What follows belongs to an exercise in optimizing a design on an open flow for small area and a short achievable clock period; a production flow would make more cautious choices. RTL that was checked went through simulation tests only; none was proved equivalent to the original.

==> v5: inputs <==
==> flow/design.v <==
module SingleCycle_MIPS(
    clk,
    rst_n,
    IR_addr,
    IR,
    RF_writedata,
    ReadDataMem,
    CEN,
    WEN,
    A,
    ReadData2,
    OEN
);
    input         clk, rst_n;
    input  [31:0] IR;
    output [31:0] IR_addr, RF_writedata;
    input  [31:0] ReadDataMem;
    output        CEN;
    output        WEN;
    output  [6:0] A;
    output [31:0] ReadData2;
    output        OEN;
    wire [5:0]  op    = IR[31:26];
    wire [4:0]  rs    = IR[25:21];
    wire [4:0]  rt    = IR[20:16];
    wire [4:0]  rd    = IR[15:11];
    wire [5:0]  funct = IR[5:0];
    wire [31:0] simm  = {{16{IR[15]}}, IR[15:0]};
    wire is_r   = (op == 6'b000000);
    wire is_lw  = (op == 6'b100011);
    wire is_sw  = (op == 6'b101011);
    wire is_beq = (op == 6'b000100);
    wire is_j   = (op == 6'b000010);
    wire is_jal = (op == 6'b000011);
    wire is_jr  = is_r & (funct == 6'b001000);
    wire f_sub = (funct == 6'b100010);
    wire f_and = (funct == 6'b100100);
    wire f_or  = (funct == 6'b100101);
    wire f_slt = (funct == 6'b101010) | (funct == 6'b100111);
    reg  [31:0] PC;
    reg  [31:0] valid;
    wire [31:0] rf [0:31];
    wire [31:0] sel1 = (32'd1 << rs) & valid;
    wire [31:0] sel2 = (32'd1 << rt) & valid;
    wire [31:0] R1, R2;
    genvar b, k;
    generate
        for (b = 0; b < 32; b = b + 1) begin : rd_bit
            wire [31:0] col;
            for (k = 0; k < 32; k = k + 1) begin : c
                assign col[k] = rf[k][b];
            end
            rf_read_bit p1 (.d(col), .s(sel1), .y(R1[b]));
            rf_read_bit p2 (.d(col), .s(sel2), .y(R2[b]));
        end
    endgenerate
    wire        subop = f_sub | f_slt;
    wire [31:0] bx = R2 ^ {32{subop}};
    wire [31:0] p  = R1 ^ bx;
    wire [31:0] G0, T0;
    maj3n_cell g00 (.a(R1[0]), .b(bx[0]), .c(subop), .y(G0[0]));
    genvar i;
    generate
        for (i = 1; i < 32; i = i + 1) begin : l0
            nand2_cell g (.a(R1[i]), .b(bx[i]), .y(G0[i]));
            nor2_cell  t (.a(R1[i]), .b(bx[i]), .y(T0[i]));
        end
    endgenerate
    assign T0[0] = 1'b0;
    wire [31:0] gc;
    ks_tree #(.LV(5)) ks (.gn(G0), .tn(T0), .g(gc));
    wire [31:0] cy   = {gc[30:0], subop};    
    wire        cout = gc[31];
    wire sel_sum = ~is_lw & ~f_and & ~f_or & ~f_slt;
    wire [31:0] early = ({32{is_lw}} & ReadDataMem)
                      | ({32{~is_lw & f_and}} & (R1 & R2))
                      | ({32{~is_lw & f_or}}  & (R1 | R2));
    wire [31:0] x0 = early | ({32{sel_sum}} & p);
    wire [31:0] x1 = early | ({32{sel_sum}} & ~p);
    wire        slt_bit = ~is_lw & f_slt;
    generate
        for (i = 1; i < 32; i = i + 1) begin : res
            mux2_cell m (.a0(x0[i]), .a1(x1[i]), .s(cy[i]), .y(RF_writedata[i]));
        end
    endgenerate
    wire r0 = subop ? x1[0] : x0[0];
    mux2_cell m0 (.a0(r0 | slt_bit), .a1(r0), .s(cout), .y(RF_writedata[0]));
    wire [8:0] ap = R1[8:0] ^ IR[8:0];
    wire [7:0] agn, atn, agc;
    generate
        for (i = 0; i < 8; i = i + 1) begin : al0
            nand2_cell g (.a(R1[i]), .b(IR[i]), .y(agn[i]));
            nor2_cell  t (.a(R1[i]), .b(IR[i]), .y(atn[i]));
        end
    endgenerate
    ks_tree #(.LV(3)) aks (.gn(agn), .tn(atn), .g(agc));
    assign A         = ap[8:2] ^ agc[7:1];
    assign ReadData2 = R2;
    assign WEN       = ~is_sw;
    assign CEN       = 1'b0;
    assign OEN       = 1'b0;
    wire [31:0] pc4   = PC + 32'd4;
    wire [31:0] pcbr  = pc4 + {simm[29:0], 2'b00};
    wire [31:0] pcj   = {pc4[31:28], IR[25:0], 2'b00};
    wire        eq    = (R1 == R2);
    reg  [31:0] pc_nxt;
    always @(*) begin
        if (is_jr)                 pc_nxt = R1;
        else if (is_j | is_jal)    pc_nxt = pcj;
        else if (is_beq & eq)      pc_nxt = pcbr;
        else                       pc_nxt = pc4;
    end
    assign IR_addr = PC;
    always @(posedge clk or negedge rst_n) begin
        if (!rst_n) PC <= 32'd0;
        else        PC <= pc_nxt;
    end
    wire        we    = is_r | is_lw | is_jal;
    wire [4:0]  waddr = is_jal ? 5'd31 : (is_lw ? rt : rd);
    wire [31:0] wdata = is_jal ? pc4 : RF_writedata;
    wire [31:0] wsel  = (32'd1 << waddr) & {32{we}};
    wire [31:0] whold = ~wsel;
    always @(posedge clk or negedge rst_n) begin
        if (!rst_n) valid <= 32'd0;
        else        valid <= valid | wsel;
    end
    generate
        for (k = 0; k < 32; k = k + 1) begin : regs
            reg  [31:0] r;
            wire [31:0] d;
            for (b = 0; b < 32; b = b + 1) begin : w
                ao22_cell u (.a1(wsel[k]), .a2(wdata[b]), .b1(whold[k]), .b2(r[b]), .y(d[b]));
            end
            always @(posedge clk) r <= d;
            assign rf[k] = r;
        end
    endgenerate
endmodule
module rf_read_bit(d, s, y);
    input  [31:0] d, s;
    output        y;
    wire   [10:0] p;
    genvar i;
    generate
        for (i = 0; i < 10; i = i + 1) begin : g
            aoi222_cell u (.a1(d[3*i]), .a2(s[3*i]), .b1(d[3*i+1]), .b2(s[3*i+1]),
                           .c1(d[3*i+2]), .c2(s[3*i+2]), .y(p[i]));
        end
    endgenerate
    aoi22_cell  u10 (.a1(d[30]), .a2(s[30]), .b1(d[31]), .b2(s[31]), .y(p[10]));
    wire q0, q1, q2;
    nand4_cell  n0 (.a(p[0]), .b(p[1]), .c(p[2]), .d(p[3]), .y(q0));
    nand4_cell  n1 (.a(p[4]), .b(p[5]), .c(p[6]), .d(p[7]), .y(q1));
    nand3_cell  n2 (.a(p[8]), .b(p[9]), .c(p[10]), .y(q2));
    or3_cell    o  (.a(q0), .b(q1), .c(q2), .y(y));
endmodule
module aoi222_cell(a1, a2, b1, b2, c1, c2, y);
    input a1, a2, b1, b2, c1, c2;
    output y;
    assign y = ~((a1 & a2) | (b1 & b2) | (c1 & c2));
endmodule
module aoi22_cell(a1, a2, b1, b2, y);
    input a1, a2, b1, b2;
    output y;
    assign y = ~((a1 & a2) | (b1 & b2));
endmodule
module ao22_cell(a1, a2, b1, b2, y);
    input a1, a2, b1, b2;
    output y;
    assign y = (a1 & a2) | (b1 & b2);
endmodule
module nand4_cell(a, b, c, d, y);
    input a, b, c, d;
    output y;
    assign y = ~(a & b & c & d);
endmodule
module nand3_cell(a, b, c, y);
    input a, b, c;
    output y;
    assign y = ~(a & b & c);
endmodule
module or3_cell(a, b, c, y);
    input a, b, c;
    output y;
    assign y = a | b | c;
endmodule
module maj3n_cell(a, b, c, y);
    input a, b, c;
    output y;
    assign y = ~((a & b) | (c & (a | b)));
endmodule
module nand2_cell(a, b, y);
    input a, b;
    output y;
    assign y = ~(a & b);
endmodule
module nor2_cell(a, b, y);
    input a, b;
    output y;
    assign y = ~(a | b);
endmodule
module inv_cell(a, y);
    input a;
    output y;
    assign y = ~a;
endmodule
module aoi21_cell(a1, a2, b1, y);
    input a1, a2, b1;
    output y;
    assign y = ~((a1 & a2) | b1);
endmodule
module oai21_cell(a1, a2, b1, y);
    input a1, a2, b1;
    output y;
    assign y = ~((a1 | a2) & b1);
endmodule
module mux2_cell(a0, a1, s, y);
    input a0, a1, s;
    output y;
    assign y = s ? a1 : a0;
endmodule
module ks_tree(gn, tn, g);
    parameter LV = 5;
    localparam N = 1 << LV;
    input  [N-1:0] gn, tn;
    output [N-1:0] g;
    wire [N-1:0] G [0:LV];
    wire [N-1:0] T [0:LV];
    assign G[0] = gn;
    assign T[0] = tn;
    genvar i, lv;
    generate
        for (lv = 1; lv <= LV; lv = lv + 1) begin : lvl
            for (i = 0; i < N; i = i + 1) begin : n
                if (i < (1 << (lv - 1))) begin : fwd
                    inv_cell f (.a(G[lv-1][i]), .y(G[lv][i]));
                    assign T[lv][i] = 1'b0;
                end else if (lv % 2 == 1) begin : pos
                    oai21_cell g (.a1(T[lv-1][i]), .a2(G[lv-1][i-(1<<(lv-1))]), .b1(G[lv-1][i]), .y(G[lv][i]));
                    if (i >= (1 << lv)) begin : tt
                        nor2_cell t (.a(T[lv-1][i]), .b(T[lv-1][i-(1<<(lv-1))]), .y(T[lv][i]));
                    end else begin : tz
                        assign T[lv][i] = 1'b0;
                    end
                end else begin : neg
                    aoi21_cell g (.a1(T[lv-1][i]), .a2(G[lv-1][i-(1<<(lv-1))]), .b1(G[lv-1][i]), .y(G[lv][i]));
                    if (i >= (1 << lv)) begin : tt
                        nand2_cell t (.a(T[lv-1][i]), .b(T[lv-1][i-(1<<(lv-1))]), .y(T[lv][i]));
                    end else begin : tz
                        assign T[lv][i] = 1'b1;
                    end
                end
            end
        end
    endgenerate
    assign g = G[LV];
endmodule
==> flow/run.sh <==
#!/bin/bash
# synth_recipe.tcl (not shown) runs the flow's synth.tcl, then flattens the netlist and writes it again
# the make line also repeats each setting of config.mk as NAME=value (left out here)
make -C /OpenROAD-flow-scripts/flow DESIGN_CONFIG=/design/flow/config.mk WORK_HOME=/design/flow/orfs CLKGATE_MAP_FILE= SYNTH_SCRIPT=/design/flow/synth_recipe.tcl finish
==> flow/config.mk <==
export PLATFORM = sky130hd
export DESIGN_NAME = SingleCycle_MIPS
export DESIGN_NICKNAME = SingleCycle_MIPS
export VERILOG_FILES = /design/flow/design.v
export SDC_FILE = /design/flow/constraint.sdc
export NUM_CORES = 4
export LEC_CHECK = 0
export CAP_MARGIN = 20
export CORE_MARGIN = 2
export CORE_UTILIZATION = 40
export SETUP_SLACK_MARGIN = 4.0
export SLEW_MARGIN = 20
export SYNTH_HIERARCHICAL = 1
export SYNTH_MINIMUM_KEEP_SIZE = 0
==> flow/constraint.sdc <==
create_clock -name core_clock -period 13.0 [get_ports {clk}]
set_input_delay 2.6000 -clock core_clock [delete_from_list [all_inputs] [get_ports {clk}]]
set_output_delay 2.6000 -clock core_clock [all_outputs]
set_load 0.01 [all_outputs]
==> v36 (differences from v5) <==
--- a/flow/design.v
+++ b/flow/design.v
@@ -35,6 +35,6 @@
     wire is_jr  = is_r & (funct == 6'b001000);
-    wire f_sub = (funct == 6'b100010);
-    wire f_and = (funct == 6'b100100);
-    wire f_or  = (funct == 6'b100101);
-    wire f_slt = (funct == 6'b101010) | (funct == 6'b100111);
+    wire f_sub = (funct == 6'b100010) | is_beq;
+    wire f_and = (funct == 6'b100100) & ~is_beq;
+    wire f_or  = (funct == 6'b100101) & ~is_beq;
+    wire f_slt = ((funct == 6'b101010) | (funct == 6'b100111)) & ~is_beq;
     reg  [31:0] PC;
@@ -52,4 +52,7 @@
             end
-            rf_read_bit p1 (.d(col), .s(sel1), .y(R1[b]));
-            rf_read_bit p2 (.d(col), .s(sel2), .y(R2[b]));
+            wire n1, n2;
+            rf_read_bit p1 (.d(col), .s(sel1), .yn(n1));
+            rf_read_bit p2 (.d(col), .s(sel2), .yn(n2));
+            inv_cell i1 (.a(n1), .y(R1[b]));
+            inv_cell i2 (.a(n2), .y(R2[b]));
         end
@@ -73,9 +76,10 @@
     wire        cout = gc[31];
-    wire sel_sum = ~is_lw & ~f_and & ~f_or & ~f_slt;
-    wire [31:0] early = ({32{is_lw}} & ReadDataMem)
-                      | ({32{~is_lw & f_and}} & (R1 & R2))
-                      | ({32{~is_lw & f_or}}  & (R1 | R2));
+    wire is_mem  = is_lw | is_sw;
+    wire sel_sum = ~is_mem & ~f_and & ~f_or & ~f_slt;
+    wire [31:0] early = ({32{is_mem}} & ReadDataMem)
+                      | ({32{~is_mem & f_and}} & (R1 & R2))
+                      | ({32{~is_mem & f_or}}  & (R1 | R2));
     wire [31:0] x0 = early | ({32{sel_sum}} & p);
     wire [31:0] x1 = early | ({32{sel_sum}} & ~p);
-    wire        slt_bit = ~is_lw & f_slt;
+    wire        slt_bit = ~is_mem & f_slt;
     generate
@@ -104,3 +108,3 @@
     wire [31:0] pcj   = {pc4[31:28], IR[25:0], 2'b00};
-    wire        eq    = (R1 == R2);
+    wire        eq    = &p;
     reg  [31:0] pc_nxt;
@@ -138,5 +142,5 @@
 endmodule
-module rf_read_bit(d, s, y);
+module rf_read_bit(d, s, yn);
     input  [31:0] d, s;
-    output        y;
+    output        yn;
     wire   [10:0] p;
@@ -154,3 +158,3 @@
     nand3_cell  n2 (.a(p[8]), .b(p[9]), .c(p[10]), .y(q2));
-    or3_cell    o  (.a(q0), .b(q1), .c(q2), .y(y));
+    nor3_cell   o  (.a(q0), .b(q1), .c(q2), .y(yn));
 endmodule
@@ -181,6 +185,6 @@
 endmodule
-module or3_cell(a, b, c, y);
+module nor3_cell(a, b, c, y);
     input a, b, c;
     output y;
-    assign y = a | b | c;
+    assign y = ~(a | b | c);
 endmodule
==> flow/flow/run.sh (new file) <==
#!/bin/bash
# The standard layout (standard.sh) with two changes:
# - the ports are buffered by the smallest buffer rather than the one
#   buffer_ports picks by default (timing repair still upsizes the buffers
#   on critical paths);
# - clock tree synthesis uses larger sink clusters and no dummy loads.
# Each step's full output goes to a log file of its own in this folder.
set -euo pipefail
export BUFFER_PORTS_ARGS="-buffer_cell sky130_fd_sc_hd__buf_1"
export CTS_ARGS="-sink_clustering_enable -repair_clock_nets -sink_clustering_size 26 -sink_clustering_max_diameter 70 -dont_use_dummy_load"
bash standard.sh synth > synth.log 2>&1
bash standard.sh floorplan > floorplan.log 2>&1
bash standard.sh place > place.log 2>&1
bash standard.sh cts > cts.log 2>&1
bash standard.sh route > route.log 2>&1
bash standard.sh finish > finish.log 2>&1
==> flow/standard.sh (new file) <==
#!/bin/bash
# synth_recipe.tcl (not shown) runs the flow's synth.tcl, then flattens the netlist and writes it again
# the make line also repeats each setting of config.mk as NAME=value (left out here)
make -C /OpenROAD-flow-scripts/flow DESIGN_CONFIG=/design/flow/config.mk WORK_HOME=/design/flow/orfs CLKGATE_MAP_FILE= SYNTH_SCRIPT=/design/flow/synth_recipe.tcl "${@:-finish}"
--- a/flow/config.mk
+++ b/flow/config.mk
@@ -9,4 +9,5 @@
 export CORE_MARGIN = 2
-export CORE_UTILIZATION = 40
-export SETUP_SLACK_MARGIN = 4.0
+export CORE_UTILIZATION = 60
+export PLACE_DENSITY = 0.75
+export SETUP_SLACK_MARGIN = 4
 export SLEW_MARGIN = 20
removed: flow/run.sh
==> impl_metrics.ini <==
[final_layout]
seq_area_frac = 0.353
drive_above_1_share = 0.220
final_cell_mix = a22o_1 (1026), dfxtp_1 (1024), a222oi_1 (641)
area_growth_pct = 25.4

[status]
status = finished clean

[power]
swShare = 0.268
seq-power_mw = 3.49

[floorplan]
rows = 129

[grt]
grt_max_degree = 72
antenna_found_initial = 10

[drt]
via_count = 52200

[placed_design]
dp.cells = 6652
postPlaceCellArea_um2 = 54900
(the above is from v5)
==> impl_metrics.ini <==
[status]
status = finished clean

[grt]
grt_max_degree = 65

[final_layout]
drive_above_1_share = 0.184
seq_area_frac = 0.387

[power]
swShare = 0.286

[drt]
via_count = 51500

[floorplan]
rows = 105
(the above is from v36)
No functional check of the RTL was part of v5.

[afterwards: timing with drivers on the ports]
The results above use ideal ports. As a check the final layouts listed here were re-extracted and re-timed, cells and wires unchanged.
Step 1 (the two cells are an assumption about what drives the block):
set clk [get_ports {clk}]
set_driving_cell -lib_cell sky130_fd_sc_hd__clkbuf_16 $clk
set_driving_cell -lib_cell sky130_fd_sc_hd__buf_2 [delete_from_list [all_inputs] $clk]
Step 2 times the ports against the registers' clock, not the clock port: input delays grow and output delays shrink by t, the midpoint of the rising clock arrivals with the driver on.
Three values: ideal ports, drivers, drivers and shift; two values: the first two.
run | t (ns) | setup WS [ns] | clock arrival spread, ns | cell pins on the clock port's net
v5 | 0.800 | 3.566 / 3.412 / 3.412 | 0.096 / 0.096 | 1
v36 | 0.728 | 3.618 / 3.538 / 3.538 | 0.125 / 0.124 | 1
After both steps setup and hold are still met in every run listed. The setup slack of v5, which loses most, moves by -0.154 ns with the drivers and by -0.154 ns with both steps.
